From an optimization exercise on the open Yosys and OpenROAD flow, aimed at small area; shortcuts taken in it are not production practice.
Function was checked by simulation only, so behaviour that the tests miss may differ from the original.
Power figures rest on the tool's default switching activity, not on a simulated workload.

Design Main, start of the top module:
module Main(
	input CLOCK_50,
	input rst,
	input [3:0] KEY,
	input [5:0] SW,
	input [9:0] SENSOR_N,
	input [3:0] BOUNDARY_N,
	input UART_RXD,
	output UART_TXD,
	output [3:0] MOTOR_MAIN,
	output [3:0] MOTOR_MAGNET,
	output MAGNET_N,
	output [10:0] DISPLAY
	);
	wire clk = CLOCK_50;
	reg [3:0] posKEY;
	reg [3:0] edgeKEY;
	integer i;
	always @(posedge clk) begin
		if (rst) begin
			posKEY <= 4'b0000;
			edgeKEY <= 4'b0000;
		end
		else begin
			for (i = 0; i < 4; i = i + 1) begin
				if (!KEY[i] & !edgeKEY[i]) begin
					posKEY[i] <= 1;
					edgeKEY[i] <= 1;
				end
				else if (KEY[i]) edgeKEY[i] <= 0;
				else posKEY[i] <= 0;
			end
		end
	end
	wire [9:0] sensorData;
	wire [3:0] bnd;  
	genvar g;
	generate
		for (g = 0; g < 10; g = g + 1) begin : sf
			filt u(.clk(clk), .in_n(SENSOR_N[g]), .out(sensorData[g]));
		end
		for (g = 0; g < 4; g = g + 1) begin : bf
			filt u(.clk(clk), .in_n(BOUNDARY_N[g]), .out(bnd[g]));
		end
	endgenerate
	reg [12:0] racc;
	reg rtick;
	always @(posedge clk)
		if (rst) {rtick, racc} <= 14'd0;
		else {rtick, racc} <= {1'b0, racc} + 14'd151;
	reg [1:0] RxD_sync_inv;
	reg [1:0] RxD_cnt_inv;
	reg RxD_bit_inv;
	always @(posedge clk)
		if (rst) RxD_sync_inv <= 2'b00;
		else if (rtick) RxD_sync_inv <= {RxD_sync_inv[0], ~UART_RXD};
	always @(posedge clk)
		if (rst) begin
			RxD_cnt_inv <= 2'b00;
			RxD_bit_inv <= 1'b0;
		end
		else if (rtick) begin
			if (RxD_sync_inv[1] && RxD_cnt_inv != 2'b11) RxD_cnt_inv <= RxD_cnt_inv + 2'h1;
			else if (~RxD_sync_inv[1] && RxD_cnt_inv != 2'b00) RxD_cnt_inv <= RxD_cnt_inv - 2'h1;
			if (RxD_cnt_inv == 2'b00) RxD_bit_inv <= 1'b0;
			else if (RxD_cnt_inv == 2'b11) RxD_bit_inv <= 1'b1;
		end
	reg [6:0] rt;
	wire in_frame = (rt <= 7'd74);
	wire sample = rtick && in_frame && (rt[2:0] == 3'd2) && (rt[6:3] != 4'd0);
	always @(posedge clk)
		if (rst) rt <= 7'd79;
		else if (rt == 7'd79) begin
  ...
export LEC_CHECK = 0
export CAP_MARGIN = 20
export CORE_MARGIN = 2
export CORE_UTILIZATION = 65
export SLEW_MARGIN = 20
create_clock -name core_clock -period 20.0 [get_ports {CLOCK_50}]
standard.sh (not shown) runs the stock make flow with config.mk's settings and CLKGATE_MAP_FILE= SYNTH_SCRIPT=/design/flow/synth_recipe.tcl, a recipe that flattens the netlist after the stock synthesis.
==> flow/flow/run.sh <==
#!/bin/bash
# Own layout flow: the standard synthesis, then the combinational logic is
# re-mapped by ABC with an area-oriented script (flip-flops are kept as they are,
# same cells and names), then the standard layout from floorplan on, with
# port buffers of the smallest buffer and a clock tree of small buffers without
# dummy loads.
set -euo pipefail
HERE=$(pwd)
R=$HERE/orfs/results/${FLOW_PLATFORM}/Main/base
LIB=$FLOW_HOME/platforms/${FLOW_PLATFORM}/lib/sky130_fd_sc_hd__tt_025C_1v80.lib
YOSYS=$FLOW_HOME/../tools/install/yosys/bin/yosys
export BUFFER_PORTS_ARGS="-buffer_cell sky130_fd_sc_hd__buf_1"
export CTS_ARGS="$(cat $HERE/flow/cts_args.txt)"

bash standard.sh synth > standard_synth.log 2>&1
cp $R/1_2_yosys.v $HERE/std_1_2_yosys.v

# Re-map with each ABC script in abc_scripts.txt (one per line), in parallel,
# and keep the smallest result.
remap() {
  local n=$1 script=$2
cat > $HERE/remap_$n.ys <<EOY
read_liberty -ignore_miss_func $LIB
read_verilog $HERE/std_1_2_yosys.v
hierarchy -top ${FLOW_TOP}
setattr -mod -set keep_hierarchy 1 sky130_fd_sc_hd__*df* sky130_fd_sc_hd__*dl* sky130_fd_sc_hd__conb_1
flatten
rename -hide w:_*_.*
select ${FLOW_TOP}
opt_clean
abc -liberty $LIB -dont_use sky130_fd_sc_hd__probe_p_8 -dont_use sky130_fd_sc_hd__probec_p_8 -dont_use sky130_fd_sc_hd__lpflow_bleeder_1 -dont_use sky130_fd_sc_hd__lpflow_clkbufkapwr_1 -dont_use sky130_fd_sc_hd__lpflow_clkbufkapwr_16 -dont_use sky130_fd_sc_hd__lpflow_clkbufkapwr_2 -dont_use sky130_fd_sc_hd__lpflow_clkbufkapwr_4 -dont_use sky130_fd_sc_hd__lpflow_clkbufkapwr_8 -dont_use sky130_fd_sc_hd__lpflow_clkinvkapwr_1 -dont_use sky130_fd_sc_hd__lpflow_clkinvkapwr_16 -dont_use sky130_fd_sc_hd__lpflow_clkinvkapwr_2 -dont_use sky130_fd_sc_hd__lpflow_clkinvkapwr_4 -dont_use sky130_fd_sc_hd__lpflow_clkinvkapwr_8 -dont_use sky130_fd_sc_hd__lpflow_decapkapwr_12 -dont_use sky130_fd_sc_hd__lpflow_decapkapwr_3 -dont_use sky130_fd_sc_hd__lpflow_decapkapwr_4 -dont_use sky130_fd_sc_hd__lpflow_decapkapwr_6 -dont_use sky130_fd_sc_hd__lpflow_decapkapwr_8 -dont_use sky130_fd_sc_hd__lpflow_inputiso0n_1 -dont_use sky130_fd_sc_hd__lpflow_inputiso0p_1 -dont_use sky130_fd_sc_hd__lpflow_inputiso1n_1 -dont_use sky130_fd_sc_hd__lpflow_inputiso1p_1 -dont_use sky130_fd_sc_hd__lpflow_inputisolatch_1 -dont_use sky130_fd_sc_hd__lpflow_isobufsrc_1 -dont_use sky130_fd_sc_hd__lpflow_isobufsrc_16 -dont_use sky130_fd_sc_hd__lpflow_isobufsrc_2 -dont_use sky130_fd_sc_hd__lpflow_isobufsrc_4 -dont_use sky130_fd_sc_hd__lpflow_isobufsrc_8 -dont_use sky130_fd_sc_hd__lpflow_isobufsrckapwr_16 -dont_use sky130_fd_sc_hd__lpflow_lsbuf_lh_hl_isowell_tap_1 -dont_use sky130_fd_sc_hd__lpflow_lsbuf_lh_hl_isowell_tap_2 -dont_use sky130_fd_sc_hd__lpflow_lsbuf_lh_hl_isowell_tap_4 -dont_use sky130_fd_sc_hd__lpflow_lsbuf_lh_isowell_4 -dont_use sky130_fd_sc_hd__lpflow_lsbuf_lh_isowell_tap_1 -dont_use sky130_fd_sc_hd__lpflow_lsbuf_lh_isowell_tap_2 -dont_use sky130_fd_sc_hd__lpflow_lsbuf_lh_isowell_tap_4  -script +$script
opt_clean
hilomap -singleton -hicell sky130_fd_sc_hd__conb_1 HI -locell sky130_fd_sc_hd__conb_1 LO
insbuf -buf sky130_fd_sc_hd__buf_4 A X
opt_clean -purge
rename -enumerate -pattern rm_%_
select -assert-none ${FLOW_TOP}/t:\$* ${FLOW_TOP}/t:\$scopeinfo %d
tee -o $HERE/remap_$n.stat stat -liberty $LIB
write_verilog -noattr -nohex -nodec -selected $HERE/remap_$n.v
EOY
  timeout 1200 $YOSYS -s $HERE/remap_$n.ys > $HERE/remap_$n.log 2>&1 || true
}
n=0
while IFS= read -r line; do
  [[ -z "$line" ]] && continue
  n=$((n+1))
  remap $n "$line" &
  if (( n % ${NUM_CORES:-4} == 0 )); then wait; fi
done < $HERE/flow/abc_scripts.txt
wait
best=""; bestarea=""
for f in $HERE/remap_*.stat; do
  a=$(grep -o "Chip area for module.*: [0-9.]*" $f | awk '{print $NF}')
  [[ -z "$a" ]] && continue
  v=${f%.stat}.v
  [[ -s $v ]] || continue
  if [[ -z "$best" ]] || awk -v x=$a -v y=$bestarea 'BEGIN{exit !(x<y)}'; then best=$v; bestarea=$a; fi
done
echo "picked $best ($bestarea)" > $HERE/remap_pick.txt
cp $best $HERE/remap_1_2_yosys.v
cp $HERE/remap_1_2_yosys.v $R/1_2_yosys.v
rm -f $R/1_synth.odb $R/1_synth.sdc
bash standard.sh > standard.log 2>&1
Other scripts of this flow, unchanged in this note and not shown: flow/flow/abc_scripts.txt, flow/flow/cts_args.txt
Then changed:
--- a/flow/design.v
+++ b/flow/design.v
@@ -1,17 +1,18 @@
 module filt(
 	input clk,
+	input rst,
 	input in_n,
 	output out
 	);
 	reg [3:0] q;
 	wire [3:0] c = q ^ 4'b0011;
 	wire x = c[3] | c[2] | ~(c[1] | c[0]);
 	assign out = c[3] & c[2] & c[1];
 	always @(posedge clk)
-		if (in_n) q <= 4'b0011;
+		if (rst | in_n) q <= 4'b0011;
 		else q <= {c[2:0], x} ^ 4'b0011;
 endmodule
 module mv #(parameter FWD = 1, parameter [11:0] OFF = 12'd220) (
 	input clk,
 	input rst,
 	input go,
@@ -125,16 +126,16 @@
 	end
 	wire [9:0] sensorData;
 	wire [3:0] bnd;  
 	genvar g;
 	generate
 		for (g = 0; g < 10; g = g + 1) begin : sf
-			filt u(.clk(clk), .in_n(SENSOR_N[g]), .out(sensorData[g]));
+			filt u(.clk(clk), .rst(rst), .in_n(SENSOR_N[g]), .out(sensorData[g]));
 		end
 		for (g = 0; g < 4; g = g + 1) begin : bf
-			filt u(.clk(clk), .in_n(BOUNDARY_N[g]), .out(bnd[g]));
+			filt u(.clk(clk), .rst(rst), .in_n(BOUNDARY_N[g]), .out(bnd[g]));
 		end
 	endgenerate
 	reg [12:0] racc;
 	reg rtick;
 	always @(posedge clk)
 		if (rst) {rtick, racc} <= 14'd0;
=> Count of clock-buffer cells in the layout is unchanged; routed wire length goes up by 9.0%; power decreases by about 1.9%; setup slack is better by 17 ps; synthesized cell count stays flat; clock skew rises by 22 ps; global-route usage rose by 1.2 points.

-- port drivers added, routing unchanged --
The flow's constraints put no driver on any port. The routed layouts listed below were extracted and timed again, unchanged, in two steps.
Step 1, drivers: a clkbuf_16 drives CLOCK_50 and a buf_2 each remaining input, both assumed.
Step 2 times the ports against the registers' clock, not the clock port: input delays grow and output delays shrink by t, the midpoint of the rising clock arrivals with the driver on.
Three values: ideal, step 1, step 2; two values: the first two.
run | t, ns | slack for setup (ns) | worst hold slack (ns) | worst setup path after step 2 | cell pins on the clock port's net
the first run | 0.696 | 14.043 / 14.005 / 14.143 | 0.429 / 0.429 / 0.429 | input to register | 1
the second run | 0.676 | 14.060 / 14.023 / 14.098 | 0.439 / 0.439 / 0.439 | input to register | 1
After both steps every run listed still meets setup and hold.
